This is an optimization exercise on Yosys and OpenROAD, whose aim is small area, not a production implementation.
In this exercise RTL edits were held to simulation tests only and were not proved equivalent to the original.
In runs 2 to 5 and 7 the design's own scripts or RTL, not TritonCTS, make the clock network.
No driver is modelled on the clock port, so clock power and skew are understated where the tree is cut down; a real chip needs a root buffer or a tree.
Power figures rest on the tool's default switching activity, not on a simulated workload.

## flow/design.v

```verilog
module debounce(
    input  wire clk,        
    input  wire btn_in,     
    output reg  btn_out     
);
    reg [3:0] run;
    reg full;
    wire out_next = btn_out ^ full;
    wire differs  = btn_in ^ out_next;
    wire feedback = run[3] ^ ~(run[2] & ~run[1] & ~run[0]);
    always @(posedge clk) begin
        btn_out <= out_next;
        run  <= differs ? {run[2:0], feedback} : 4'b0000;
        full <= differs & (run == 4'b1000);
    end
endmodule
module clock_divider(
    input  wire clk_100MHz,  
    input  wire reset,       
    output wire clk_2Hz,
    output wire clk_1Hz,
    output wire clk_fast,
    output wire clk_blink,
    output wire fast_tick    
);
    reg [4:0] p1;
    reg [4:0] p2;
    reg [3:0] q;
    reg [2:0] q5;
    wire p1_wrap = p1[4] & p1[3];    
    wire p2_wrap = p2[4] & p2[3];    
    wire q5_wrap = q5[2];            
    always @(posedge clk_100MHz) begin
      if (reset) begin
        p1 <= 5'd0;
        p2 <= 5'd0;
        q  <= 4'd0;
        q5 <= 3'd0;
      end else begin
        p1 <= p1_wrap ? 5'd0 : p1 + 5'd1;
        if (p1_wrap) begin
          p2 <= p2_wrap ? 5'd0 : p2 + 5'd1;
          if (p2_wrap) begin
            q  <= q + 4'd1;
            q5 <= q5_wrap ? 3'd0 : q5 + 3'd1;
          end
        end
      end
    end
    assign clk_2Hz   = q[2];
    assign clk_1Hz   = q[3];
    assign clk_fast  = p2[0] ^ q[0];
    assign clk_blink = q[0] ^ q5[0];
    assign fast_tick = clk_fast & (p1 == 5'd0);
endmodule
module stopwatch(
    input  wire clk_100MHz,
    input  wire btn_reset,
    input  wire btn_pause,
    input  wire sw_adj,
    input  wire sw_sel,
    output reg  [6:0] seg,
    output reg  [3:0] an
);
  wire reset, pause, adjust, select;
  debounce db_reset (.clk(clk_100MHz), .btn_in(btn_reset), .btn_out(reset));
  debounce db_pause (.clk(clk_100MHz), .btn_in(btn_pause), .btn_out(pause));
  debounce db_adjust(.clk(clk_100MHz), .btn_in(sw_adj),    .btn_out(adjust));
  debounce db_select(.clk(clk_100MHz), .btn_in(sw_sel),    .btn_out(select));
  wire clk_2Hz, clk_1Hz, clk_fast, clk_blink, fast_tick;
  clock_divider clk_div_inst (
      .clk_100MHz(clk_100MHz),
      .reset(reset),
      .clk_2Hz(clk_2Hz),
      .clk_1Hz(clk_1Hz),
      .clk_fast(clk_fast),
      .clk_blink(clk_blink),
      .fast_tick(fast_tick)
  );
  reg minute_enable;
  wire sec_clk = (adjust &  select) ? clk_2Hz : clk_1Hz;
  wire min_clk = (adjust & ~select) ? clk_2Hz : minute_enable;
  reg sec_clk_q, min_clk_q;
  always @(posedge clk_100MHz) begin
      sec_clk_q <= sec_clk;
      min_clk_q <= min_clk;
  end
  wire sec_tick = sec_clk & ~sec_clk_q;
  wire min_tick = min_clk & ~min_clk_q;
  wire sec_pause = adjust ? ~select : pause;
  wire min_pause = adjust ?  select : pause;
  wire sec_en = sec_tick & ~sec_pause;
  wire min_en = min_tick & ~min_pause;
  function [3:0] ones_next(input [3:0] c);
      begin
          ones_next[0] = (~c[0]);
          ones_next[1] = (~c[0] & c[1]) | (c[0] & ~c[1] & ~c[3]);
          ones_next[2] = (~c[0] & c[2]) | (c[0] & c[1] & ~c[2]) | (~c[1] & c[2]);
          ones_next[3] = (c[0] & c[1] & c[2]) | (~c[0] & c[3]);
      end
  endfunction
  function [2:0] tens_next(input [2:0] c);
      begin
          tens_next[0] = (~c[0]);
          tens_next[1] = (c[0] & ~c[1] & ~c[2]) | (~c[0] & c[1]);
          tens_next[2] = (c[0] & c[1]) | (~c[0] & c[2]);
      end
  endfunction
  function ones_last(input [3:0] c);
      ones_last = (c[0] & c[3]);
  endfunction
  function tens_last(input [2:0] c);
      tens_last = (c[0] & c[2]);
  endfunction
  reg [3:0] sec_ones, min_ones;
  reg [2:0] sec_tens, min_tens;
  wire sec_ones_wrap = ones_last(sec_ones);
  wire sec_tens_wrap = tens_last(sec_tens);
  wire min_ones_wrap = ones_last(min_ones);
  wire min_tens_wrap = tens_last(min_tens);
  always @(posedge clk_100MHz) begin
      if (reset) begin
          sec_ones <= 4'b0000;
          sec_tens <= 3'b000;
          minute_enable <= 1'b0;
      end else begin
          if (sec_en) begin
              sec_ones <= ones_next(sec_ones);
              if (sec_ones_wrap)
                  sec_tens <= tens_next(sec_tens);
          end
          if (sec_tick)
              minute_enable <= sec_en & sec_ones_wrap & sec_tens_wrap;
      end
  end
  always @(posedge clk_100MHz) begin
      if (reset) begin
          min_ones <= 4'b0000;
          min_tens <= 3'b000;
      end else if (min_en) begin
          min_ones <= ones_next(min_ones);
          if (min_ones_wrap)
              min_tens <= tens_next(min_tens);
      end
  end
  reg [1:0] digit_sel;
  always @(posedge clk_100MHz) begin
      if (reset)
          digit_sel <= 2'd0;
      else if (fast_tick)
          digit_sel <= digit_sel + 2'd1;
  end
  wire blank = adjust & (select == digit_sel[1]) & clk_blink;
  reg [3:0] digit;
  always @(*) begin
      case (digit_sel)
          2'd0: digit = {1'b0, min_tens};
          2'd1: digit = min_ones;
          2'd2: digit = {1'b0, sec_tens};
          default: digit = sec_ones;
      endcase
  end
  wire [6:0] lit;
  assign lit[0] = (digit[3]) | (digit[0] & digit[2]) | (~digit[0] & ~digit[2]) | (digit[1]);
  assign lit[1] = (~digit[0] & ~digit[1]) | (~digit[2]) | (digit[0] & digit[1]);
  assign lit[2] = (~digit[1]) | (digit[2]) | (digit[0]);
  assign lit[3] = (digit[1] & ~digit[2]) | (~digit[0] & ~digit[2]) | (~digit[0] & digit[1]) | (digit[0] & ~digit[1] & digit[2]) | (digit[3]);
  assign lit[4] = (~digit[0] & ~digit[2]) | (~digit[0] & digit[1]);
  assign lit[5] = (~digit[1] & digit[2]) | (~digit[0] & digit[2]) | (~digit[0] & ~digit[1]) | (digit[3]);
  assign lit[6] = (~digit[0] & digit[2]) | (digit[1] & ~digit[2]) | (~digit[1] & digit[2]) | (digit[3]);
  wire [6:0] seg_code = ~lit;
  always @(*) begin
      seg = blank ? 7'b1111111 : seg_code;
      case (digit_sel)
          2'd0: an = 4'b0111;
          2'd1: an = 4'b1011;
          2'd2: an = 4'b1101;
          default: an = 4'b1110;
      endcase
  end
endmodule
```

## flow/flow/run.sh

```bash
#!/bin/bash
# Own layout flow: the standard synthesis, then an area-oriented re-mapping
# of its combinational logic (the registers are kept as they are), then the
# standard ORFS steps with minimum-size port buffers and a clock tree of
# small clock buffers.
set -euo pipefail
W=$PWD
R=$W/orfs/results/sky130hd/stopwatch/base
LIB=$FLOW_HOME/platforms/sky130hd/lib/sky130_fd_sc_hd__tt_025C_1v80.lib

bash standard.sh synth > $W/log_1_synth_standard.log 2>&1
cp $R/1_2_yosys.v $W/1_2_yosys_standard.v

# Re-map with ABC: SAT-based AIG optimisation (&deepsyn) with several seeds,
# each mapped two ways; keep the smallest netlist.
mkdir -p $W/reopt
run_one() {
  local tag=$1 seed=$2 mapper=$3
  echo "strash; &get -n; &deepsyn -T 20 -S $seed; &put; $mapper; topo" > $W/reopt/$tag.abc
  LIB=$LIB IN=$W/1_2_yosys_standard.v OUT=$W/reopt/$tag.v ABC_SCRIPT=$W/reopt/$tag.abc \
    yosys -c $W/flow/reopt.tcl > $W/log_1_reopt_$tag.log 2>&1 || true
}
for seeds in "1 2" "3 4"; do
  for seed in $seeds; do
    run_one s${seed}_dchf $seed "dch -f; amap" &
    run_one s${seed}_dch $seed "dch; amap" &
  done
  wait
done
best=""
best_area=1e30
for log in $W/log_1_reopt_*.log; do
  tag=${log#$W/log_1_reopt_}
  tag=${tag%.log}
  area=$(grep "Chip area for top module" $log | tail -1 | awk '{print $NF}')
  [[ -n "$area" && -s $W/reopt/$tag.v ]] || continue
  echo "$tag $area" >> $W/reopt/areas.txt
  if awk -v a=$area -v b=$best_area 'BEGIN{exit !(a < b)}'; then
    best=$tag
    best_area=$area
  fi
done
echo "chosen: $best $best_area" >> $W/reopt/areas.txt
if [[ -n "$best" ]]; then
  cp $W/reopt/$best.v $R/1_2_yosys.v
  touch $R/1_2_yosys.v
fi

CTS="-sink_clustering_enable -repair_clock_nets -dont_use_dummy_load"
CTS="$CTS -buf_list sky130_fd_sc_hd__clkbuf_4"
bash standard.sh "CTS_ARGS=$CTS" \
  "BUFFER_PORTS_ARGS=-buffer_cell sky130_fd_sc_hd__buf_1" \
  finish > $W/log_2_finish.log 2>&1
```

## flow/flow/reopt.tcl

```tcl
# Re-map the combinational logic of the standard synthesis netlist for area.
# The flip-flop cells (and so their names and types) are kept as they are.
yosys read_liberty -ignore_miss_func $::env(LIB)
yosys read_verilog $::env(IN)
yosys hierarchy -top stopwatch
foreach ff {dfxtp_1 dfxtp_2 dfxtp_4} {
  yosys setattr -mod -set keep_hierarchy 1 sky130_fd_sc_hd__$ff
}
yosys flatten
yosys delete t:\$scopeinfo
yosys opt_clean
yosys abc -liberty $::env(LIB) -script $::env(ABC_SCRIPT) \
  -dont_use *lpflow* -dont_use *probe* -dont_use sky130_fd_sc_hd__clkbuf_* \
  -dont_use *clkinv* -dont_use *dlygate* -dont_use *dlymetal* -dont_use *clkdly*
yosys opt_clean -purge
yosys hilomap -singleton -hicell sky130_fd_sc_hd__conb_1 HI -locell sky130_fd_sc_hd__conb_1 LO
yosys splitnets
yosys opt_clean -purge
yosys stat -liberty $::env(LIB)
yosys select stopwatch
yosys write_verilog -noattr -nohex -nodec -selected $::env(OUT)
```

## flow/standard.sh

```bash
#!/bin/bash
# synth_recipe.tcl (not shown) runs the flow's synth.tcl, then flattens the netlist and writes it again
# the make line also repeats each setting of config.mk as NAME=value (left out here)
make -C /OpenROAD-flow-scripts/flow DESIGN_CONFIG=/design/flow/config.mk WORK_HOME=/design/flow/orfs CLKGATE_MAP_FILE= SYNTH_SCRIPT=/design/flow/synth_recipe.tcl "${@:-finish}"
```

## flow/config.mk

```make
export PLATFORM = sky130hd
export DESIGN_NAME = stopwatch
export DESIGN_NICKNAME = stopwatch
export VERILOG_FILES = /design/flow/design.v
export SDC_FILE = /design/flow/constraint.sdc
export NUM_CORES = 4
export LEC_CHECK = 0
export CAP_MARGIN = 20
export CORE_MARGIN = 2
export CORE_UTILIZATION = 40
export PLACE_DENSITY = 0.6
export SLEW_MARGIN = 20
```

## flow/constraint.sdc

```tcl
create_clock -name core_clock -period 10.0 [get_ports {clk_100MHz}]
set_input_delay 2.0000 -clock core_clock [delete_from_list [all_inputs] [get_ports {clk_100MHz}]]
set_output_delay 2.0000 -clock core_clock [all_outputs]
set_load 0.01 [all_outputs]
```

==> results of run 1 <==
==> per-stage QoR <==
step	instance area, um2	hold slack (ns)	worst slack, ns	util (%)	power [mW]
6_report	2420	0.415	5.50	44.8	0.529
2_1_floorplan	2210	0.397	6.16	-	0.396
3_5_place_dp	2350	0.410	5.94	43.5	0.425
3_3_place_gp	2350	0.410	6.03	43.5	0.423
4_1_cts	2420	0.417	5.50	44.8	0.539
5_1_grt	2420	0.424	5.12	44.8	0.570
==> placed cells by master, fill, tap and decap left out, types with 2 or more instances in the layout <==
cell	instances
a211oi_1	5
a21oi_1	9
a221oi_1	2
a22oi_1	2
and2_0	3
and3_1	3
buf_1	15
clkbuf_4	9
dfxtp_1	60
inv_1	31
nand2_1	30
nand2b_1	2
nand3_1	7
nor2_1	57
nor2b_1	4
nor3_1	11
nor4_1	7
o21ai_0	19
o221ai_1	2
o22ai_1	7
o32ai_1	2
or2_0	4
==> final cells by class <==
cell class                 count  area (um2)
fill                         573        2980
sequential                    60        1200
multi-input combinational    181         890
inverter                      31         116
tap                           72        90.1
clock buffer                   9        67.6
timing repair buffer          15        56.3
==> power by group <==
group          total, mW  switching [mW]  leakage [nW]  internal [mW]
Clock              0.112          0.0698        0.0414         0.0417
Sequential         0.320          0.0337         0.490          0.286
Combinational     0.0970          0.0652         0.428         0.0318
Total              0.529           0.169         0.959          0.360
==> worst paths after layout <==
path | start | to | slack, ns | depth (start not counted)
worst min-delay path | db_reset.run[1] | db_reset.full | 0.41 | 1
worst max register to register | db_reset.btn_out | db_reset.full | 7.90 | 4
worst min register to register | db_reset.run[1] | db_reset.full | 0.41 | 1
worst max-delay path | digit_sel[1] | seg[6] | 5.50 | 12
==> layer usage <==
layer | vias up | track usage, % | share of wire [%]
met5 | - | 0 | 0
met1 | 766 | 16.4 | 49
met4 | 0 | 7.89 | 2.4
met2 | 29 | 22.2 | 44
met3 | 8 | 4.94 | 4.5
li1 | 971 | - | -
==> registers in the layout, indices dropped and copies added, names as in the netlist, 2 cells and up, named ones only <==
| register | cells |
|---|---|
| clk_div_inst.p1 | 5 |
| clk_div_inst.p2 | 5 |
| clk_div_inst.q | 4 |
| db_adjust.run | 4 |
| db_pause.run | 4 |
| db_reset.run | 4 |
| db_select.run | 4 |
| min_ones | 4 |
| sec_ones | 4 |
| clk_div_inst.q5 | 3 |
| digit_sel | 2 |
| min_tens | 2 |
| sec_tens | 2 |
==> impl_metrics.py, run 1 <==
metrics = {
    "critical_path": {
        "cp-end-kind": "output pin",
        "worstSetupStartpointType": "flop",
        "worst_path_max_delay_cell": "dfxtp_1",
        "critical_path_arrival_ns": 2.50,
        "timing.critical_path.cells": "inv_1, or2_0, o221ai_1, nand2b_1, nand2_1, o21ai_0, nand2_1, o21ai_0, nor2_1, nand2_1, o211ai_1, buf_1",
        "critical_path_required_ns": 8.00,
        "path_max_fanout": 5,
        "critical_path.top_delay_family": "simple AND/OR/NAND/NOR gates",
        "most_numerous_cell_on_the_critical_path": "nand2_1",
        "worstSetupPathType": "reg -> out",
        "biggest_cell_delay_along_the_critical_path_ns": 0.39,
        "crit_buf_inv": 2,
    },
    "floorplan": {
        "fp.coreArea_um2": 5410,
        "die_h_um": 78.3,
        "width_of_the_chip_um": 78.3,
        "rows": 27,
        "floorplan.initialDensity_pct": 40.8,
        "design.portCount": 16,
        "floorplan.die_area_um2": 6130,
    },
    "clocking": {
        "tritoncts.num_buffers": 9,
        "tritoncts": "built",
        "cells_resized_by_post_cts_repair": 0,
        "cts_max_level": 3,
        "cts.sinks": 60,
        "clock_tree.buffer_depth": 2,
        "clk_latency_ns": 0.39,
        "cts_hold_repair.buffers": 0,
        "cts-root-buf": "clkbuf_4",
        "path_clk_slew_ns": 0.08,
        "post_cts_buffers": 0,
    },
    "sta": {
        "grt_setup_unrepaired": "false",
        "fin_hold_viols": 0,
        "number_of_slew_limit_violations_in_the_final_report": 0,
        "clock_skew_ns": 0.0266,
        "finalWorstPathRequiredPeriod_ns": 4.50,
        "number_of_failing_setup_endpoints_in_the_final_timing_report": 0,
        "max_freq_mhz": 222,
        "layout_worst_path_cycle_share_pct": 45.0,
        "setup_total_negative_slack_ns": 0,
        "worst_slew_margin_rel_pct": 57.3,
        "worst-slew-pin-transition_ns": 0.639,
    },
    "pwr": {
        "peak_supply_drop_mv": 0.113,
        "power.density_nw_per_um2": 218,
        "cellLeakagePower_nw": 0.959,
    },
    "global_routing": {
        "antenna_found_initial": 0,
        "gr-total-overflow": 0,
        "maximum_number_of_pins_on_one_net_before_global_route_repair": 19,
        "grt_use_total_pct": 14.0,
        "wire_length_of_the_first_global_routing_pass_um": 6670,
        "via_count_of_the_first_global_routing_pass": 1647,
    },
    "flow_run": {
        "maxCapViolCount": 0,
    },
    "layout": {
        "drive_gt1_share_pct": 3.04,
        "syn2layout_area_growth_pct": 9.69,
        "final_non_filler_cells": 368,
        "nNetsFinal": 303,
        "antenna-diode-count": 0,
    },
    "routing": {
        "viasPerCell": 4.82,
        "route.detailed.wl_per_inst_um": 10.2,
        "route.antenna.remaining_nets": 0,
        "drt_drc_violations_left": 0,
        "via_count": 1774,
        "number_of_detailed_route_iterations_in_the_first_pass": 4,
        "routed_wl_um": 3770,
        "initialDrtViolationCount": 71,
    },
    "yosys": {
        "syn_warnings": 3,
        "net_count_of_the_mapped_netlist": 277,
        "syn-cell-area_um2": 2210,
        "syn_inst": 272,
        "postSynthAreaPerCell_um2": 8.11,
    },
    "place": {
        "port_buffers": 15,
        "numPlacedInstances": 359,
        "globalplace.congestion": 0.798,
        "dp_hpwl_um": 2820,
    },
    "worst_hold_path": {
        "hold_class": "reg -> reg",
    },
    "status": {
        "status": "finished clean",
    },
}
==> run 2: changes to the inputs <==
--- a/flow/flow/run.sh
+++ b/flow/flow/run.sh
@@ -46,8 +46,10 @@
   touch $R/1_2_yosys.v
 fi
 
-CTS="-sink_clustering_enable -repair_clock_nets -dont_use_dummy_load"
-CTS="$CTS -buf_list sky130_fd_sc_hd__clkbuf_4"
-bash standard.sh "CTS_ARGS=$CTS" \
+# Clock tree: flip-flops grouped by position, one clock buffer per group,
+# each driven by the clock port (see cts_hook.tcl).
+export SW_CLOCK_GROUPS=4
+export SW_CLOCK_BUFFER=sky130_fd_sc_hd__clkbuf_8
+bash standard.sh "PRE_CTS_TCL=$W/flow/cts_hook.tcl" \
   "BUFFER_PORTS_ARGS=-buffer_cell sky130_fd_sc_hd__buf_1" \
   finish > $W/log_2_finish.log 2>&1
==> flow/flow/cts_hook.tcl (new file) <==
# Clock distribution for a design this small: the flip-flops are split into
# SW_CLOCK_GROUPS groups by position (k-means), and each group gets one clock
# buffer, at the group's centroid, driven by the clock port. This replaces
# TritonCTS's H-tree, which builds several levels of buffers. With
# SW_CLOCK_ROOT set, one more buffer of that type drives the group buffers.
rename clock_tree_synthesis tritoncts_clock_tree_synthesis
proc clock_tree_synthesis { args } {
  set block [ord::get_db_block]
  set dbu [$block getDbUnitsPerMicron]
  set ffs {}
  foreach inst [$block getInsts] {
    if { [[$inst getMaster] isSequential] } {
      set bbox [$inst getBBox]
      lappend ffs [list [$inst getName] \
        [expr { ([$bbox xMin] + [$bbox xMax]) / 2.0 / $dbu }] \
        [expr { ([$bbox yMin] + [$bbox yMax]) / 2.0 / $dbu }]]
    }
  }
  set k $::env(SW_CLOCK_GROUPS)
  set ffs [lsort -real -index 1 $ffs]
  set n [llength $ffs]
  # Start from k groups of the flip-flops sorted by x.
  set centers {}
  for { set c 0 } { $c < $k } { incr c } {
    set f [lindex $ffs [expr { int(($c + 0.5) * $n / $k) }]]
    lappend centers [list [lindex $f 1] [lindex $f 2]]
  }
  for { set iter 0 } { $iter < 50 } { incr iter } {
    set groups {}
    for { set c 0 } { $c < $k } { incr c } { lappend groups {} }
    foreach f $ffs {
      set best 0
      set bestd 1e30
      for { set c 0 } { $c < $k } { incr c } {
        lassign [lindex $centers $c] cx cy
        set d [expr { abs([lindex $f 1] - $cx) + abs([lindex $f 2] - $cy) }]
        if { $d < $bestd } { set bestd $d; set best $c }
      }
      lset groups $best [concat [lindex $groups $best] [list $f]]
    }
    set centers {}
    foreach g $groups {
      set sx 0.0
      set sy 0.0
      foreach f $g { set sx [expr { $sx + [lindex $f 1] }]; set sy [expr { $sy + [lindex $f 2] }] }
      set m [expr { max(1, [llength $g]) }]
      lappend centers [list [expr { $sx / $m }] [expr { $sy / $m }]]
    }
  }
  set c 0
  foreach g $groups {
    if { [llength $g] == 0 } { continue }
    set pins {}
    foreach f $g { lappend pins [get_pins [lindex $f 0]/CLK] }
    lassign [lindex $centers $c] cx cy
    puts "Clock buffer $c at ($cx, $cy) for [llength $g] flip-flops"
    insert_buffer -buffer_cell $::env(SW_CLOCK_BUFFER) -net clk_100MHz \
      -load_pins $pins -location [list $cx $cy] \
      -buffer_name clkbuf_g$c -net_name clk_g$c
    incr c
  }
  if { [info exists ::env(SW_CLOCK_ROOT)] && $::env(SW_CLOCK_ROOT) ne "" } {
    # One root buffer drives the group buffers, so the port drives one pin.
    set pins {}
    set sx 0.0
    set sy 0.0
    for { set i 0 } { $i < $c } { incr i } {
      lappend pins [get_pins clkbuf_g$i*/A]
      lassign [lindex $centers $i] cx cy
      set sx [expr { $sx + $cx }]
      set sy [expr { $sy + $cy }]
    }
    insert_buffer -buffer_cell $::env(SW_CLOCK_ROOT) -net clk_100MHz \
      -load_pins $pins -location [list [expr { $sx / $c }] [expr { $sy / $c }]] \
      -buffer_name clkbuf_root -net_name clk_root
  }
  set_propagated_clock [all_clocks]
}
--- a/flow/config.mk
+++ b/flow/config.mk
@@ -7,6 +7,6 @@
 export LEC_CHECK = 0
 export CAP_MARGIN = 20
 export CORE_MARGIN = 2
-export CORE_UTILIZATION = 40
-export PLACE_DENSITY = 0.6
+export CORE_UTILIZATION = 70
+export PLACE_DENSITY = 0.85
 export SLEW_MARGIN = 20
==> run 2 against run 1 <==
  * Hold slack improved by 0.0095 ns
  * Highest routed layer unchanged
  * Clock skew grew 0.0074 ns
  * Still clean on timing, DRC and antenna
  * Final area fell by 2.0%
==> impl_metrics.py, run 2 <==
metrics = {
    "clocking": {
        "cells_resized_by_post_cts_repair": 0,
        "cts_hold_repair.buffers": 0,
        "path_clk_slew_ns": 0.10,
        "post_cts_buffers": 0,
        "clk_latency_ns": 0.16,
    },
    "yosys": {
        "syn_inst": 272,
        "postSynthAreaPerCell_um2": 8.11,
        "syn-cell-area_um2": 2210,
        "net_count_of_the_mapped_netlist": 277,
        "syn_warnings": 3,
    },
    "pwr": {
        "combPwrFrac_pct": 19.2,
        "seq_power_share_pct": 63.1,
        "power.density_nw_per_um2": 214,
        "cellLeakagePower_nw": 0.946,
        "power.internal_mw": 0.355,
        "peak_supply_drop_mv": 0.180,
        "power.net_switching_mw": 0.154,
        "power.share.clock_pct": 17.7,
        "swShare_pct": 30.2,
    },
    "place": {
        "dp_worst_setup_slack_ns": 5.94,
        "port_buffers": 15,
        "globalplace.congestion": 0.814,
        "dp_hpwl_um": 2770,
        "numPlacedInstances": 331,
        "post_dp_cell_area_um2": 2320,
    },
    "routing": {
        "route.antenna.remaining_nets": 0,
        "via_count": 1782,
        "routed_wl_um": 3580,
        "initialDrtViolationCount": 115,
        "number_of_detailed_route_iterations_in_the_first_pass": 4,
        "wl_met2_um": 1660,
        "met3RoutedLength_um": 169,
        "route.detailed.wl_per_inst_um": 10.7,
        "met1Wirelength_um": 1720,
        "viasPerCell": 5.32,
        "drt_drc_violations_left": 0,
        "top_layer": "met4",
    },
    "worst_hold_path": {
        "hold_class": "reg -> reg",
    },
    "sta": {
        "worst-slew-pin-transition_ns": 0.606,
        "grt_setup_unrepaired": "false",
        "setup_total_negative_slack_ns": 0,
        "fin_hold_viols": 0,
        "clock_skew_ns": 0.0340,
        "worst_slack_ns": 5.73,
        "finalWorstPathRequiredPeriod_ns": 4.27,
        "number_of_slew_limit_violations_in_the_final_report": 0,
        "number_of_failing_setup_endpoints_in_the_final_timing_report": 0,
        "max_freq_mhz": 234,
        "layout_worst_path_cycle_share_pct": 42.7,
        "worst_slew_margin_rel_pct": 59.6,
    },
    "layout": {
        "nNetsFinal": 298,
        "drive_gt1_share_pct": 1.37,
        "final_area_um2": 2370,
        "final_common_cell": "dfxtp_1",
        "syn2layout_area_growth_pct": 7.54,
        "antenna-diode-count": 0,
        "layout_common_cells": "60 x dfxtp_1, 57 x nor2_1, 31 x inv_1, 30 x nand2_1, 19 x o21ai_0",
        "final_non_filler_cells": 335,
        "largest_registers": "clk_div_inst.p1: 5 flops, clk_div_inst.p2: 5 flops",
    },
    "critical_path": {
        "cp-end-kind": "output pin",
        "critical_path.top_delay_family": "simple AND/OR/NAND/NOR gates",
        "worstSetupPathType": "reg -> out",
        "critical_path_required_ns": 8.00,
        "most_numerous_cell_on_the_critical_path": "nand2_1",
        "crit_buf_inv": 2,
        "worst_path_max_delay_cell": "dfxtp_1",
        "timing.critical_path.cells": "inv_1, or2_0, o221ai_1, nand2b_1, nand2_1, o21ai_0, nand2_1, o21ai_0, nor2_1, nand2_1, o211ai_1, buf_1",
        "biggest_cell_delay_along_the_critical_path_ns": 0.39,
        "worstSetupStartpointType": "flop",
        "critical_path_arrival_ns": 2.27,
        "path_max_fanout": 5,
    },
    "floorplan": {
        "die_h_um": 60.2,
        "design.portCount": 16,
        "floorplan.die_area_um2": 3620,
        "fp.coreArea_um2": 3030,
        "rows": 20,
        "floorplan.initialDensity_pct": 72.9,
        "width_of_the_chip_um": 60.2,
    },
    "global_routing": {
        "maximum_number_of_pins_on_one_net_before_global_route_repair": 19,
        "grt_use_total_pct": 20.1,
        "antenna_found_initial": 0,
        "wire_length_of_the_first_global_routing_pass_um": 5880,
        "gr-total-overflow": 0,
        "via_count_of_the_first_global_routing_pass": 1496,
    },
    "flow_run": {
        "maxCapViolCount": 0,
    },
    "status": {
        "status": "finished clean",
    },
}
[run 2: final timing paths]
path | from | end | slack, ns | depth (start not counted)
max | digit_sel[1] | seg[6] | 5.73 | 12
min reg2reg | db_reset.run[1] | db_reset.full | 0.42 | 1
max reg2reg | db_reset.btn_out | db_reset.full | 8.00 | 4
min | db_reset.run[1] | db_reset.full | 0.42 | 1
[run 2: layer usage]
layer,vias to the layer above,track usage (%)
li1,955,-
met1,796,25.4
met2,27,37.0
met3,4,2.38
met4,0,2.86
met5,-,0
[run 2: power groups by stage]
stage	combinational [mW]	sequential (mW)	clock, mW
after floorplan	0.0785	0.317	0
after global placement	0.0942	0.325	0
after detailed placement	0.0977	0.327	0
after CTS	0.0986	0.321	0.0933
after global routing	0.113	0.329	0.100
final	0.0976	0.321	0.0901
[run 2: worst reg2reg max path, cell delays in order (launching register included)]
cell,delay (ns)
dfxtp_1,0.71
inv_1,0.32
o21ai_0,0.38
o21ai_0,0.25
nor4_1,0.26
[run 2: stage by stage]
stage / hold slack, ns / power, mW / utilization, %
floorplan: 0.397 / 0.396 / -
global route: 0.437 / 0.542 / 78.4
detailed placement: 0.408 / 0.424 / 76.6
global placement: 0.407 / 0.420 / 76.6
finish: 0.424 / 0.509 / 78.4
CTS: 0.425 / 0.513 / 78.4
[run 2: area by class of cell, clock buffers not listed]
class	count	area [um2]
flip-flops and latches	60	1200
multi-input cells	181	890
well taps	44	55.1
inverters	31	116
fillers	217	654
repair buffers	15	56.3
==> run 3: changes to the inputs <==
--- a/flow/design.v
+++ b/flow/design.v
@@ -3,15 +3,17 @@
     input  wire btn_in,     
     output reg  btn_out     
 );
-    reg [3:0] run;
+    reg [3:0] run_q;        
     reg full;
+    wire [3:0] run = run_q ^ 4'b0100;
     wire out_next = btn_out ^ full;
     wire differs  = btn_in ^ out_next;
     wire feedback = run[3] ^ ~(run[2] & ~run[1] & ~run[0]);
+    wire [3:0] run_next = differs ? {run[2:0], feedback} : 4'b0000;
     always @(posedge clk) begin
         btn_out <= out_next;
-        run  <= differs ? {run[2:0], feedback} : 4'b0000;
-        full <= differs & (run == 4'b1000);
+        run_q <= run_next ^ 4'b0100;
+        full  <= differs & (run == 4'b1000);
     end
 endmodule
 module clock_divider(
==> run 3 against run 2 <==
  * Largest power group unchanged
  * Final cell count fell by 3.6%
  * Global-route usage grew 2.6 points
  * Synthesized cell count down 4.4%
  * Largest cell class unchanged
  * Clock power up 2.8%
  * Still clean
  * Flip-flop and latch count unchanged
  * Clock skew is 0.0046 ns higher
  * First-iteration DRC count increased by 39%
==> impl_metrics.py, run 3 <==
metrics = {
    "pwr": {
        "peak_supply_drop_mv": 0.213,
        "power_mw": 0.505,
        "power.internal_mw": 0.354,
        "seq_power_share_pct": 64.0,
        "cellLeakagePower_nw": 0.861,
        "swShare_pct": 29.9,
        "combPwrFrac_pct": 17.6,
        "power.share.clock_pct": 18.3,
        "power.net_switching_mw": 0.151,
        "power.density_nw_per_um2": 214,
    },
    "sta": {
        "fin_hold_viols": 0,
        "worst_slew_margin_rel_pct": 56.3,
        "whs_ns": 0.393,
        "number_of_failing_setup_endpoints_in_the_final_timing_report": 0,
        "layout_worst_path_cycle_share_pct": 39.9,
        "finalWorstPathRequiredPeriod_ns": 3.99,
        "worst-slew-pin-transition_ns": 0.655,
        "worst_slack_ns": 6.01,
        "grt_setup_unrepaired": "false",
        "max_freq_mhz": 250,
        "number_of_slew_limit_violations_in_the_final_report": 0,
        "setup_total_negative_slack_ns": 0,
        "clock_skew_ns": 0.0386,
    },
    "critical_path": {
        "path_max_fanout": 5,
        "critical_path_arrival_ns": 1.99,
        "worstSetupPathType": "reg -> out",
        "cp-end-kind": "output pin",
        "worstSetupStartpointType": "flop",
        "critical_path_required_ns": 8.00,
    },
    "layout": {
        "antenna-diode-count": 0,
        "syn2layout_area_growth_pct": 7.59,
        "nNetsFinal": 286,
        "drive_gt1_share_pct": 1.43,
        "largest_registers": "clk_div_inst.p1: 5 flops, clk_div_inst.p2: 5 flops",
        "nFillCells": 231,
        "final_core_util_pct": 77.9,
        "area_of_the_multi_input_gates_um2": 897,
        "layout_common_cells": "60 x dfxtp_1, 51 x nor2_1, 26 x nand2_1, 25 x inv_1, 17 x o21ai_0",
        "final_common_cell": "dfxtp_1",
        "seq_area_um2": 1200,
    },
    "place": {
        "globalplace.congestion": 0.932,
        "port_buffers": 15,
        "dp_worst_setup_slack_ns": 6.19,
        "dp_hpwl_um": 2710,
    },
    "clocking": {
        "post_cts_buffers": 0,
        "path_clk_slew_ns": 0.12,
        "clk_latency_ns": 0.17,
        "cells_resized_by_post_cts_repair": 0,
        "cts_hold_repair.buffers": 0,
    },
    "routing": {
        "viasPerCell": 5.41,
        "route.antenna.remaining_nets": 0,
        "routed_wl_um": 3840,
        "drt_drc_violations_left": 0,
        "initialDrtViolationCount": 160,
        "via_count": 1746,
        "route.detailed.wl_per_inst_um": 11.9,
        "number_of_detailed_route_iterations_in_the_first_pass": 4,
    },
    "floorplan": {
        "floorplan.die_area_um2": 3600,
        "floorplan.initialDensity_pct": 72.4,
        "design.portCount": 16,
        "rows": 20,
        "die_h_um": 60.0,
        "fp.coreArea_um2": 3030,
        "width_of_the_chip_um": 60.0,
    },
    "global_routing": {
        "wire_length_of_the_first_global_routing_pass_um": 6530,
        "antenna_found_initial": 0,
        "gr-total-overflow": 0,
        "grt_use_total_pct": 22.6,
        "maximum_number_of_pins_on_one_net_before_global_route_repair": 23,
        "via_count_of_the_first_global_routing_pass": 1566,
    },
    "worst_hold_path": {
        "hold_class": "reg -> reg",
    },
    "flow_run": {
        "maxCapViolCount": 0,
    },
    "yosys": {
        "syn_inst": 260,
        "net_count_of_the_mapped_netlist": 265,
        "postSynthAreaPerCell_um2": 8.43,
        "syn-cell-area_um2": 2190,
        "syn_warnings": 3,
    },
    "status": {
        "status": "finished clean",
    },
}
run 3: final cells by class, clock buffers not listed:
| class | instances | share of cell area [%] |
|---|---|---|
| inverter | 25 | 3.98 |
| multi-input combinational | 175 | 38.0 |
| sequential | 60 | 50.9 |
| tap | 44 | 2.33 |
| timing repair buffer | 15 | 2.39 |
run 3: per-stage QoR:
stage / cell area, um2 / instances
after detailed placement: 2300 / 319
after CTS: 2360 / 323
after floorplan: 2190 / 260
after global routing: 2360 / 323
final: 2360 / 323
after global placement: 2300 / 319
run 3: path summary, 6_finish.rpt:
check                                        from       endpoint  slack (ns)  cells past startpoint
worst min-delay path            db_reset.run_q[0]  db_reset.full        0.39                      1
worst max-delay path                 digit_sel[1]         seg[5]        6.01                      8
worst max register to register   db_reset.btn_out  db_reset.full        7.88                      4
worst min register to register  db_reset.run_q[0]  db_reset.full        0.39                      1
run 3: critical path, stage by stage (launching register included):
cell      delay (ns)
dfxtp_1         0.35
inv_1           0.12
nand2_1         0.13
o221ai_1        0.38
nor2_1          0.13
o31ai_1         0.30
nor2_1          0.11
o21ai_0         0.17
buf_1           0.17
run 3: layer usage:
metal	GRT usage, %	part of all wire [%]	up-vias
met5	0	0	-
met4	3.81	0.88	0
met3	2.60	4.0	4
met2	41.3	48	32
met1	28.9	47	773
li1	-	-	937
run 3: power by group through the flow:
stage	logic (mW)	registers [mW]	clock network [mW]
2_1_floorplan	0.0717	0.315	0
5_1_grt	0.106	0.330	0.102
3_5_place_dp	0.0882	0.326	0
4_1_cts	0.0892	0.322	0.0948
3_3_place_gp	0.0859	0.325	0
6_report	0.0891	0.323	0.0926
==> run 4: changes to the inputs <==
--- a/flow/flow/run.sh
+++ b/flow/flow/run.sh
@@ -46,10 +46,14 @@
   touch $R/1_2_yosys.v
 fi
 
-# Clock tree: flip-flops grouped by position, one clock buffer per group,
-# each driven by the clock port (see cts_hook.tcl).
+# Clock tree: flip-flops split by position into 4 groups of equal size, one
+# clock buffer per group, each driven by the clock port; each buffer is the
+# smallest of SW_CLOCK_SIZES that keeps its flip-flops' clock slew under
+# SW_CLOCK_SLEW_NS (see cts_hook.tcl).
 export SW_CLOCK_GROUPS=4
 export SW_CLOCK_BUFFER=sky130_fd_sc_hd__clkbuf_8
+export SW_CLOCK_SIZES="sky130_fd_sc_hd__clkbuf_8 sky130_fd_sc_hd__clkbuf_16"
+export SW_CLOCK_SLEW_NS=0.1
 bash standard.sh "PRE_CTS_TCL=$W/flow/cts_hook.tcl" \
   "BUFFER_PORTS_ARGS=-buffer_cell sky130_fd_sc_hd__buf_1" \
   finish > $W/log_2_finish.log 2>&1
--- a/flow/flow/cts_hook.tcl
+++ b/flow/flow/cts_hook.tcl
@@ -1,6 +1,7 @@
 # Clock distribution for a design this small: the flip-flops are split into
-# SW_CLOCK_GROUPS groups by position (k-means), and each group gets one clock
-# buffer, at the group's centroid, driven by the clock port. This replaces
+# SW_CLOCK_GROUPS groups of equal size by position (balanced k-means), and
+# each group gets one clock buffer, at the group's centroid, driven by the
+# clock port. This replaces
 # TritonCTS's H-tree, which builds several levels of buffers. With
 # SW_CLOCK_ROOT set, one more buffer of that type drives the group buffers.
 rename clock_tree_synthesis tritoncts_clock_tree_synthesis
@@ -28,15 +29,26 @@
   for { set iter 0 } { $iter < 50 } { incr iter } {
     set groups {}
     for { set c 0 } { $c < $k } { incr c } { lappend groups {} }
+    # Balanced assignment: nearest pairs first, at most ceil(n/k) per group.
+    set cap [expr { ($n + $k - 1) / $k }]
+    set pairs {}
+    set i 0
     foreach f $ffs {
-      set best 0
-      set bestd 1e30
       for { set c 0 } { $c < $k } { incr c } {
         lassign [lindex $centers $c] cx cy
-        set d [expr { abs([lindex $f 1] - $cx) + abs([lindex $f 2] - $cy) }]
-        if { $d < $bestd } { set bestd $d; set best $c }
+        lappend pairs [list [expr { abs([lindex $f 1] - $cx) + abs([lindex $f 2] - $cy) }] $i $c]
       }
-      lset groups $best [concat [lindex $groups $best] [list $f]]
+      incr i
+    }
+    set placed {}
+    set count {}
+    for { set c 0 } { $c < $k } { incr c } { lappend count 0 }
+    foreach p [lsort -real -index 0 $pairs] {
+      lassign $p d i c
+      if { [dict exists $placed $i] || [lindex $count $c] >= $cap } { continue }
+      dict set placed $i $c
+      lset count $c [expr { [lindex $count $c] + 1 }]
+      lset groups $c [concat [lindex $groups $c] [list [lindex $ffs $i]]]
     }
     set centers {}
     foreach g $groups {
@@ -59,6 +71,27 @@
       -buffer_name clkbuf_g$c -net_name clk_g$c
     incr c
   }
+  # Size each group's buffer: the smallest of SW_CLOCK_SIZES whose worst
+  # flip-flop clock-pin slew (placement parasitics) stays under
+  # SW_CLOCK_SLEW_NS, else the largest.
+  if { [info exists ::env(SW_CLOCK_SIZES)] } {
+    set_propagated_clock [all_clocks]
+    set sizes $::env(SW_CLOCK_SIZES)
+    for { set i 0 } { $i < $c } { incr i } {
+      set inst [lindex [get_cells clkbuf_g$i*] 0]
+      foreach size $sizes {
+        replace_cell $inst $size
+        estimate_parasitics -placement
+        set worst 0
+        foreach f [lindex $groups $i] {
+          set s [get_property [get_pins [lindex $f 0]/CLK] slew_max]
+          if { $s > $worst } { set worst $s }
+        }
+        puts "Clock group $i: $size, worst slew $worst"
+        if { $worst <= $::env(SW_CLOCK_SLEW_NS) } { break }
+      }
+    }
+  }
   if { [info exists ::env(SW_CLOCK_ROOT)] && $::env(SW_CLOCK_ROOT) ne "" } {
     # One root buffer drives the group buffers, so the port drives one pin.
     set pins {}
==> run 4 against run 3 <==
  * Setup slack got worse by 0.018 ns
  * Largest power group unchanged
  * Hold slack better by 0.0095 ns
  * Critical endpoint unchanged
  * Critical path type unchanged
  * Synthesized cell count stayed put
  * First-iteration DRC count fell by 24%
  * Die area did not move
  * Final area is the same
==> impl_metrics.py, run 4 <==
metrics = {
    "status": {
        "status": "finished clean",
    },
    "critical_path": {
        "worst_path_max_delay_cell": "o221ai_1",
        "worstSetupStartpointType": "flop",
        "biggest_cell_delay_along_the_critical_path_ns": 0.38,
        "critical_path_required_ns": 8.00,
        "cp-end-kind": "output pin",
        "path_max_fanout": 5,
        "critical_path_arrival_ns": 2.01,
        "worstSetupPathType": "reg -> out",
        "most_numerous_cell_on_the_critical_path": "nor2_1",
        "timing.critical_path.cells": "inv_1, nand2_1, o221ai_1, nor2_1, o31ai_1, nor2_1, o21ai_0, buf_1",
    },
    "floorplan": {
        "width_of_the_chip_um": 60.0,
        "floorplan.die_area_um2": 3600,
        "design.portCount": 16,
        "die_h_um": 60.0,
        "rows": 20,
        "fp.coreArea_um2": 3030,
        "floorplan.initialDensity_pct": 72.4,
    },
    "routing": {
        "number_of_detailed_route_iterations_in_the_first_pass": 4,
        "route.antenna.remaining_nets": 0,
        "viasPerCell": 5.40,
        "drt_drc_violations_left": 0,
        "routed_wl_um": 3670,
        "initialDrtViolationCount": 122,
        "via_count": 1745,
        "route.detailed.wl_per_inst_um": 11.3,
    },
    "yosys": {
        "syn_warnings": 3,
        "net_count_of_the_mapped_netlist": 265,
        "postSynthAreaPerCell_um2": 8.43,
        "syn-cell-area_um2": 2190,
        "syn_inst": 260,
    },
    "pwr": {
        "power.density_nw_per_um2": 213,
        "power.internal_mw": 0.354,
        "combPwrFrac_pct": 17.5,
        "seq_power_share_pct": 63.8,
        "swShare_pct": 29.7,
        "power_mw": 0.503,
        "peak_supply_drop_mv": 0.167,
        "power.net_switching_mw": 0.150,
        "cellLeakagePower_nw": 0.861,
        "power.share.clock_pct": 18.7,
    },
    "flow_run": {
        "maxCapViolCount": 0,
    },
    "clocking": {
        "cts_hold_repair.buffers": 0,
        "cells_resized_by_post_cts_repair": 0,
        "path_clk_slew_ns": 0.10,
        "post_cts_buffers": 0,
        "clk_latency_ns": 0.15,
    },
    "layout": {
        "final_common_cell": "dfxtp_1",
        "nNetsFinal": 286,
        "nFillCells": 234,
        "syn2layout_area_growth_pct": 7.59,
        "layout_common_cells": "60 x dfxtp_1, 51 x nor2_1, 26 x nand2_1, 25 x inv_1, 17 x o21ai_0",
        "largest_registers": "clk_div_inst.p1: 5 flops, clk_div_inst.p2: 5 flops",
        "antenna-diode-count": 0,
        "drive_gt1_share_pct": 1.43,
        "final_core_util_pct": 77.9,
        "final_area_um2": 2360,
    },
    "global_routing": {
        "maximum_number_of_pins_on_one_net_before_global_route_repair": 18,
        "grt_use_total_pct": 22.0,
        "wire_length_of_the_first_global_routing_pass_um": 6390,
        "gr-total-overflow": 0,
        "antenna_found_initial": 0,
        "via_count_of_the_first_global_routing_pass": 1543,
    },
    "place": {
        "dp_hpwl_um": 2710,
        "post_dp_cell_area_um2": 2300,
        "globalplace.congestion": 0.932,
        "port_buffers": 15,
    },
    "sta": {
        "setup_total_negative_slack_ns": 0,
        "worst-slew-pin-transition_ns": 0.588,
        "clock_skew_ns": 0.0109,
        "layout_worst_path_cycle_share_pct": 40.1,
        "grt_setup_unrepaired": "false",
        "worst_slew_margin_rel_pct": 60.8,
        "number_of_failing_setup_endpoints_in_the_final_timing_report": 0,
        "fin_hold_viols": 0,
        "finalWorstPathRequiredPeriod_ns": 4.01,
        "number_of_slew_limit_violations_in_the_final_report": 0,
        "max_freq_mhz": 249,
    },
    "worst_hold_path": {
        "hold_class": "reg -> reg",
    },
}
## run 4: cell counts in the layout (fill, tap and decap cells not counted)
No cell type changed its count.
## run 4: layer usage
layer	share of wire (%)	track usage [%]	vias to the layer above
met3	3.9	2.38	2
li1	-	-	936
met1	49	28.6	777
met5	0	0	-
met2	47	39.4	30
met4	0.44	3.81	0
## run 4: worst paths after layout
kind | startpoint | endpoint | slack [ns] | cells after the start
setup / recovery | digit_sel[1] | seg[5] | 5.99 | 8
hold / removal | db_adjust.run_q[2] | db_adjust.run_q[3] | 0.40 | 1
setup reg to reg | db_reset.btn_out | db_reset.full | 7.99 | 4
hold reg to reg | db_adjust.run_q[2] | db_adjust.run_q[3] | 0.40 | 1
## run 4: layout make-up, clock buffers not listed
| class | count | area, um2 | area share [%] |
|---|---|---|---|
| Sequential cell | 60 | 1200 | 50.9 |
| Multi-Input combinational cell | 175 | 897 | 38.0 |
| Tap cell | 44 | 55.1 | 2.33 |
| Timing Repair Buffer | 15 | 56.3 | 2.39 |
| Inverter | 25 | 93.8 | 3.98 |
## run 4: power by group through the flow
stage | Clock, mW | Combinational [mW] | Sequential, mW
2_1_floorplan | 0 | 0.0717 | 0.315
3_3_place_gp | 0 | 0.0859 | 0.325
3_5_place_dp | 0 | 0.0882 | 0.326
4_1_cts | 0.0971 | 0.0886 | 0.321
5_1_grt | 0.104 | 0.106 | 0.329
6_report | 0.0942 | 0.0882 | 0.321
## run 4: worst max-delay path: cells and delay by family, from the launching register on
family                 cells  cell delay, ns
and+or+nand+nor            3            0.37
DFF                        1            0.36
buffers and inverters      2            0.29
AOI/OAI and AO/OA          3            0.86
## run 4: metrics by stage
stage	std cells	hold WS [ns]	worst slack, ns
detailed placement	319	0.396	6.19
global route	323	0.436	5.72
floorplan	260	0.379	6.31
global placement	319	0.393	6.24
finish	323	0.403	5.99
CTS	323	0.407	6.00
==> run 5: changes to the inputs <==
--- a/flow/flow/run.sh
+++ b/flow/flow/run.sh
@@ -12,7 +12,7 @@
 cp $R/1_2_yosys.v $W/1_2_yosys_standard.v
 
 # Re-map with ABC: SAT-based AIG optimisation (&deepsyn) with several seeds,
-# each mapped two ways; keep the smallest netlist.
+# then choices and area mapping; keep the smallest netlist.
 mkdir -p $W/reopt
 run_one() {
   local tag=$1 seed=$2 mapper=$3
@@ -20,31 +20,38 @@
   LIB=$LIB IN=$W/1_2_yosys_standard.v OUT=$W/reopt/$tag.v ABC_SCRIPT=$W/reopt/$tag.abc \
     yosys -c $W/flow/reopt.tcl > $W/log_1_reopt_$tag.log 2>&1 || true
 }
-for seeds in "1 2" "3 4"; do
+for seeds in "1 2 3 4" "5 6 7 8" "9 10 11 12"; do
   for seed in $seeds; do
-    run_one s${seed}_dchf $seed "dch -f; amap" &
     run_one s${seed}_dch $seed "dch; amap" &
   done
   wait
 done
-best=""
-best_area=1e30
+for seed in 1 2 3 4; do
+  run_one s${seed}_dchf $seed "dch -f; amap" &
+done
+wait
+# Take the smallest netlist that yosys proves equivalent to the standard one
+# (same registers, equivalent logic between them); else keep the standard.
 for log in $W/log_1_reopt_*.log; do
   tag=${log#$W/log_1_reopt_}
   tag=${tag%.log}
-  area=$(grep "Chip area for top module" $log | tail -1 | awk '{print $NF}')
-  [[ -n "$area" && -s $W/reopt/$tag.v ]] || continue
-  echo "$tag $area" >> $W/reopt/areas.txt
-  if awk -v a=$area -v b=$best_area 'BEGIN{exit !(a < b)}'; then
-    best=$tag
-    best_area=$area
+  area=$( (grep "Chip area for top module" $log || true) | tail -1 | awk '{print $NF}')
+  if [[ -n "$area" && -s $W/reopt/$tag.v ]]; then
+    echo "$tag $area" >> $W/reopt/areas.txt
   fi
 done
-echo "chosen: $best $best_area" >> $W/reopt/areas.txt
-if [[ -n "$best" ]]; then
-  cp $W/reopt/$best.v $R/1_2_yosys.v
-  touch $R/1_2_yosys.v
-fi
+touch $W/reopt/areas.txt
+chosen=standard
+for tag in $(sort -g -k2 $W/reopt/areas.txt | awk '{print $1}'); do
+  if LIB=$LIB GOLD=$W/1_2_yosys_standard.v GATE=$W/reopt/$tag.v \
+      yosys -c $W/flow/equiv.tcl > $W/log_1_equiv_$tag.log 2>&1; then
+    chosen=$tag
+    cp $W/reopt/$tag.v $R/1_2_yosys.v
+    touch $R/1_2_yosys.v
+    break
+  fi
+done
+echo "chosen: $chosen" >> $W/reopt/areas.txt
 
 # Clock tree: flip-flops split by position into 4 groups of equal size, one
 # clock buffer per group, each driven by the clock port; each buffer is the
==> flow/flow/equiv.tcl (new file) <==
# Check that the re-mapped netlist ($::env(GATE)) does what the standard
# synthesis netlist ($::env(GOLD)) does: same registers (by name), and
# equivalent logic between them.
yosys read_liberty -ignore_miss_func $::env(LIB)
yosys read_verilog $::env(GOLD)
yosys rename stopwatch gold
yosys read_verilog $::env(GATE)
yosys rename stopwatch gate
yosys hierarchy -check
yosys flatten
yosys delete t:\$scopeinfo
yosys opt_clean
yosys equiv_make gold gate equiv
yosys hierarchy -top equiv
yosys equiv_simple -seq 1
yosys equiv_induct
yosys equiv_status -assert
==> run 5 against run 4 <==
  * Final area unchanged
  * Sequential share of layout area is the same
  * Die area is the same
  * Critical path type unchanged
  * Largest power group unchanged
==> impl_metrics.py, run 5 <==
metrics = {
    "status": {
        "status": "finished clean",
    },
    "global_routing": {
        "maximum_number_of_pins_on_one_net_before_global_route_repair": 18,
        "via_count_of_the_first_global_routing_pass": 1543,
        "grt_use_total_pct": 22.0,
        "gr-total-overflow": 0,
        "wire_length_of_the_first_global_routing_pass_um": 6390,
        "antenna_found_initial": 0,
    },
    "critical_path": {
        "timing.critical_path.cells": "inv_1, nand2_1, o221ai_1, nor2_1, o31ai_1, nor2_1, o21ai_0, buf_1",
        "crit_path_from": "digit_sel[1]",
        "critical_path_cell_count": 8,
        "biggest_cell_delay_along_the_critical_path_ns": 0.38,
        "cp-end-kind": "output pin",
        "worst_path_max_delay_cell": "o221ai_1",
        "timing.rr.end": "db_reset.full",
        "path_max_fanout": 5,
        "worstSetupStartpointType": "flop",
        "critical_path_required_ns": 8.00,
        "crit_path_end": "seg[5]",
        "most_numerous_cell_on_the_critical_path": "nor2_1",
        "worstSetupPathType": "reg -> out",
        "reg2regPathDepth": 4,
        "critical_path.reg2reg.startpoint": "db_reset.btn_out",
        "critical_path_arrival_ns": 2.01,
        "crit_buf_inv": 2,
        "critical_path.top_delay_family": "compound AO/OA/AOI/OAI gates",
        "r2r_slack_ns": 7.99,
    },
    "sta": {
        "finalWorstPathRequiredPeriod_ns": 4.01,
        "layout_worst_path_cycle_share_pct": 40.1,
        "max_freq_mhz": 249,
        "whs_ns": 0.403,
        "number_of_slew_limit_violations_in_the_final_report": 0,
        "fin_hold_viols": 0,
        "grt_setup_unrepaired": "false",
        "number_of_failing_setup_endpoints_in_the_final_timing_report": 0,
        "worst-slew-pin-transition_ns": 0.588,
        "setup_total_negative_slack_ns": 0,
        "worst_slew_margin_rel_pct": 60.8,
        "clock_skew_ns": 0.0109,
    },
    "yosys": {
        "syn_inst": 260,
        "postSynthAreaPerCell_um2": 8.43,
        "net_count_of_the_mapped_netlist": 265,
        "syn-cell-area_um2": 2190,
        "syn_warnings": 3,
    },
    "place": {
        "globalplace.congestion": 0.932,
        "dp_hpwl_um": 2710,
        "port_buffers": 15,
    },
    "layout": {
        "nNetsFinal": 286,
        "nFillCells": 234,
        "drive_gt1_share_pct": 1.43,
        "seq_area_um2": 1200,
        "layout_common_cells": "60 x dfxtp_1, 51 x nor2_1, 26 x nand2_1, 25 x inv_1, 17 x o21ai_0",
        "syn2layout_area_growth_pct": 7.59,
        "final_common_cell": "dfxtp_1",
        "antenna-diode-count": 0,
        "area_of_the_multi_input_gates_um2": 897,
        "largest_registers": "clk_div_inst.p1: 5 flops, clk_div_inst.p2: 5 flops",
    },
    "worst_hold_path": {
        "hold_class": "reg -> reg",
        "hold_path_startpoint": "db_adjust.run_q[2]",
    },
    "floorplan": {
        "floorplan.die_area_um2": 3600,
        "fp.coreArea_um2": 3030,
        "die_h_um": 60.0,
        "floorplan.initialDensity_pct": 72.4,
        "width_of_the_chip_um": 60.0,
        "rows": 20,
        "design.portCount": 16,
    },
    "routing": {
        "via_count": 1745,
        "route.antenna.remaining_nets": 0,
        "viasPerCell": 5.40,
        "routed_wl_um": 3670,
        "drt_drc_violations_left": 0,
        "number_of_detailed_route_iterations_in_the_first_pass": 4,
        "initialDrtViolationCount": 122,
        "route.detailed.wl_per_inst_um": 11.3,
    },
    "pwr": {
        "peak_supply_drop_mv": 0.167,
        "power.density_nw_per_um2": 213,
        "cellLeakagePower_nw": 0.861,
        "power_mw": 0.503,
    },
    "clocking": {
        "cts_hold_repair.buffers": 0,
        "post_cts_buffers": 0,
        "cells_resized_by_post_cts_repair": 0,
        "path_clk_slew_ns": 0.10,
        "clk_latency_ns": 0.15,
    },
    "flow_run": {
        "maxCapViolCount": 0,
    },
}
## run 5: worst register-to-register path, delay by kind of cell, from the launching register on
family          cells  cell delay (ns)
flops               1             0.70
compound gates      2             0.60
buf+inv             1             0.37
simple gates        1             0.26
## run 5: report_power, final
part           total (mW)  internal, mW  switching, mW
Combinational      0.0882        0.0325         0.0557
Clock              0.0942        0.0369         0.0573
Sequential          0.321         0.284         0.0365
Total               0.503         0.354          0.150
## run 5: per-layer routing
metal / global-route usage (%) / vias up / share of wire (%)
met5: 0 / - / 0
met4: 3.81 / 0 / 0.44
met3: 2.38 / 2 / 3.9
met2: 39.4 / 30 / 47
met1: 28.6 / 777 / 49
li1: - / 936 / -
## run 5: worst min path at each step
stage	slack (ns)	to	cells after the start
5_1_grt	0.44	db_pause.run_q[2]	1
6_report	0.40	db_adjust.run_q[3]	1
3_5_place_dp	0.40	db_pause.run_q[3]	1
3_3_place_gp	0.39	db_adjust.run_q[3]	1
4_1_cts	0.41	db_adjust.run_q[3]	1
2_1_floorplan	0.38	db_adjust.run_q[2]	1
## run 5: area by class of cell, clock buffers not listed
class,instances,share of cell area [%]
Inverter,25,3.98
Multi-Input combinational cell,175,38.0
Sequential cell,60,50.9
Tap cell,44,2.33
Timing Repair Buffer,15,2.39
## run 5: per-stage QoR
step	setup WS (ns)	instance area (um2)	utilization, %	instances
4_1_cts	6.00	2360	77.9	323
3_3_place_gp	6.24	2300	76.1	319
3_5_place_dp	6.19	2300	76.1	319
6_report	5.99	2360	77.9	323
5_1_grt	5.72	2360	77.9	323
2_1_floorplan	6.31	2190	-	260
==> run 6: changes to the inputs <==
--- a/flow/flow/run.sh
+++ b/flow/flow/run.sh
@@ -59,7 +59,7 @@
 # SW_CLOCK_SLEW_NS (see cts_hook.tcl).
 export SW_CLOCK_GROUPS=4
 export SW_CLOCK_BUFFER=sky130_fd_sc_hd__clkbuf_8
-export SW_CLOCK_SIZES="sky130_fd_sc_hd__clkbuf_8 sky130_fd_sc_hd__clkbuf_16"
+export SW_CLOCK_SIZES="sky130_fd_sc_hd__clkbuf_4 sky130_fd_sc_hd__clkbuf_8 sky130_fd_sc_hd__clkbuf_16"
 export SW_CLOCK_SLEW_NS=0.1
 bash standard.sh "PRE_CTS_TCL=$W/flow/cts_hook.tcl" \
   "BUFFER_PORTS_ARGS=-buffer_cell sky130_fd_sc_hd__buf_1" \
--- a/flow/config.mk
+++ b/flow/config.mk
@@ -7,6 +7,6 @@
 export LEC_CHECK = 0
 export CAP_MARGIN = 20
 export CORE_MARGIN = 2
-export CORE_UTILIZATION = 70
-export PLACE_DENSITY = 0.85
+export CORE_UTILIZATION = 85
+export PLACE_DENSITY = 0.92
 export SLEW_MARGIN = 20
==> run 6 against run 5 <==
  * Synthesized area did not move
  * Synthesized cell count stayed put
  * The run now fails in global placement without I/O (3_1_place_gp_skip_io)
==> impl_metrics.py, run 6 <==
metrics = {
    "status": {
        "status": "aborted with a tool error",
        "stop_stage": "global placement without I/O (3_1_place_gp_skip_io)",
        "tool_error": "[ERROR GPL-0301] Utilization 101.167 % exceeds 100%.",
    },
    "floorplan": {
        "width_of_the_chip_um": 54.8,
        "floorplan.initialDensity_pct": 89.3,
        "die_h_um": 54.8,
        "rows": 18,
    },
    "yosys": {
        "net_count_of_the_mapped_netlist": 265,
        "postSynthAreaPerCell_um2": 8.43,
        "syn-cell-area_um2": 2190,
        "syn_warnings": 3,
        "syn_inst": 260,
    },
}
==> run 7: changes to the inputs <==
--- a/flow/config.mk
+++ b/flow/config.mk
@@ -7,6 +7,6 @@
 export LEC_CHECK = 0
 export CAP_MARGIN = 20
 export CORE_MARGIN = 2
-export CORE_UTILIZATION = 85
-export PLACE_DENSITY = 0.92
+export CORE_UTILIZATION = 75
+export PLACE_DENSITY = 0.9
 export SLEW_MARGIN = 20
==> run 7 against run 6 <==
  * Now clean on timing, DRC and antenna
  * Synthesized cell count did not move
  * Synthesized area did not move
==> impl_metrics.py, run 7 <==
metrics = {
    "place": {
        "globalplace.congestion": 0.861,
        "dp_hpwl_um": 2730,
        "post_dp_cell_area_um2": 2290,
        "port_buffers": 15,
        "dp_worst_setup_slack_ns": 6.22,
    },
    "layout": {
        "syn2layout_area_growth_pct": 6.85,
        "drive_gt1_share_pct": 1.43,
        "nFillCells": 170,
        "largest_registers": "clk_div_inst.p1: 5 flops, clk_div_inst.p2: 5 flops",
        "layout_common_cells": "60 x dfxtp_1, 51 x nor2_1, 26 x nand2_1, 25 x inv_1, 17 x o21ai_0",
        "final_area_um2": 2340,
        "final_common_cell": "dfxtp_1",
        "antenna-diode-count": 0,
        "nNetsFinal": 286,
        "area_of_the_multi_input_gates_um2": 897,
        "seq_area_um2": 1200,
    },
    "routing": {
        "viasPerCell": 5.65,
        "route.detailed.wl_per_inst_um": 11.8,
        "via_count": 1751,
        "drt_drc_violations_left": 0,
        "initialDrtViolationCount": 70,
        "number_of_detailed_route_iterations_in_the_first_pass": 4,
        "route.antenna.remaining_nets": 0,
        "routed_wl_um": 3650,
    },
    "global_routing": {
        "via_count_of_the_first_global_routing_pass": 1637,
        "gr-total-overflow": 0,
        "grt_use_total_pct": 23.0,
        "wire_length_of_the_first_global_routing_pass_um": 6400,
        "maximum_number_of_pins_on_one_net_before_global_route_repair": 18,
        "antenna_found_initial": 0,
    },
    "clocking": {
        "clk_latency_ns": 0.15,
        "cts_hold_repair.buffers": 0,
        "path_clk_slew_ns": 0.09,
        "post_cts_buffers": 0,
        "cells_resized_by_post_cts_repair": 0,
    },
    "sta": {
        "max_freq_mhz": 251,
        "worst_slack_ns": 6.02,
        "layout_worst_path_cycle_share_pct": 39.8,
        "clock_skew_ns": 0.00715,
        "grt_setup_unrepaired": "false",
        "worst_slew_margin_rel_pct": 60.4,
        "fin_hold_viols": 0,
        "number_of_failing_setup_endpoints_in_the_final_timing_report": 0,
        "finalWorstPathRequiredPeriod_ns": 3.98,
        "setup_total_negative_slack_ns": 0,
        "worst-slew-pin-transition_ns": 0.593,
        "number_of_slew_limit_violations_in_the_final_report": 0,
    },
    "status": {
        "status": "finished clean",
    },
    "pwr": {
        "peak_supply_drop_mv": 0.245,
        "power_mw": 0.505,
        "cellLeakagePower_nw": 0.861,
        "power.density_nw_per_um2": 215,
    },
    "critical_path": {
        "critical_path.reg2reg.startpoint": "db_reset.btn_out",
        "critical_path_arrival_ns": 1.98,
        "r2r_slack_ns": 7.96,
        "critical_path_required_ns": 8.00,
        "timing.rr.end": "db_reset.full",
        "worstSetupStartpointType": "flop",
        "worstSetupPathType": "reg -> out",
        "cp-end-kind": "output pin",
        "crit_path_end": "seg[3]",
        "path_max_fanout": 5,
        "reg2regPathDepth": 4,
        "crit_path_from": "digit_sel[1]",
    },
    "floorplan": {
        "floorplan.initialDensity_pct": 79.5,
        "design.portCount": 16,
        "floorplan.die_area_um2": 3370,
        "fp.coreArea_um2": 2760,
        "die_h_um": 58.1,
        "width_of_the_chip_um": 58.1,
        "rows": 19,
    },
    "yosys": {
        "postSynthAreaPerCell_um2": 8.43,
        "syn_inst": 260,
        "syn-cell-area_um2": 2190,
        "syn_warnings": 3,
        "net_count_of_the_mapped_netlist": 265,
    },
    "flow_run": {
        "maxCapViolCount": 0,
    },
    "worst_hold_path": {
        "hold_class": "reg -> reg",
    },
}
[run 7: through the flow]
step                hold slack (ns)  utilization [%]  instances
finish                        0.406             84.9        310
global placement              0.388             82.9        306
CTS                           0.407             84.9        310
floorplan                     0.379                -        260
detailed placement            0.394             82.9        306
global route                  0.427             84.9        310
[run 7: worst max-delay path, cell delays in order (launching register included)]
cell	delay (ns)
dfxtp_1	0.35
inv_1	0.11
nand2_1	0.13
o221ai_1	0.38
nor2_1	0.13
or3_1	0.42
o22ai_1	0.15
buf_1	0.16
[run 7: area by class of cell, clock buffers not listed]
cell class                 count  share of cell area (%)
inverter                      25                    4.01
multi-input combinational    175                    38.3
sequential                    60                    51.3
tap                           31                    1.66
timing repair buffer          15                    2.40
[run 7: routing by layer]
| metal | vias up | part of all wire, % | GRT usage [%] |
|---|---|---|---|
| met1 | 780 | 47 | 29.3 |
| met4 | 0 | 0.82 | 1.99 |
| met5 | - | 0 | 0 |
| li1 | 942 | - | - |
| met2 | 24 | 49 | 44.0 |
| met3 | 5 | 3.7 | 1.56 |
[run 7: worst min-delay path by stage]
stage,start,slack (ns),end,cells past startpoint
after global placement,db_pause.run_q[2],0.39,db_pause.run_q[3],1
after CTS,db_pause.run_q[2],0.41,db_pause.run_q[3],1
final,db_pause.run_q[2],0.41,db_pause.run_q[3],1
after global routing,db_adjust.run_q[2],0.43,db_adjust.run_q[3],1
after detailed placement,db_pause.run_q[2],0.39,db_pause.run_q[3],1
after floorplan,db_adjust.run_q[1],0.38,db_adjust.run_q[2],1
[run 7: where the power goes]
part	internal (mW)	total (mW)	switching, mW
Clock	0.0369	0.0941	0.0572
Combinational	0.0325	0.0899	0.0573
Sequential	0.284	0.321	0.0364

## afterwards: timing with drivers on the ports
No port has a modelled driver above. Below, the same layouts with a new extraction and two added sets of constraints. Step 1, drivers: a clkbuf_16 drives clk_100MHz and a buf_2 each remaining input, both assumed. Step 2 times the ports against the registers' clock, not the clock port: input delays grow and output delays shrink by t, the midpoint of the rising clock arrivals with the driver on. Three values: no drivers, after step 1, after step 2; two values: the first two.
run | t, ns | setup slack, ns | latest minus earliest clock arrival (ns)
run 1 | 0.405 | 5.498 / 5.474 / 5.879 | 0.027 / 0.027
run 2 | 0.195 | 5.727 / 5.671 / 5.866 | 0.034 / 0.034
run 3 | 0.204 | 6.007 / 5.955 / 6.159 | 0.038 / 0.038
run 4 | 0.195 | 5.990 / 5.942 / 6.137 | 0.011 / 0.012
run 5 | 0.195 | 5.990 / 5.942 / 6.137 | 0.011 / 0.012
run 7 | 0.198 | 6.017 / 5.966 / 6.164 | 0.007 / 0.008
After both steps setup and hold are still met in every run listed.
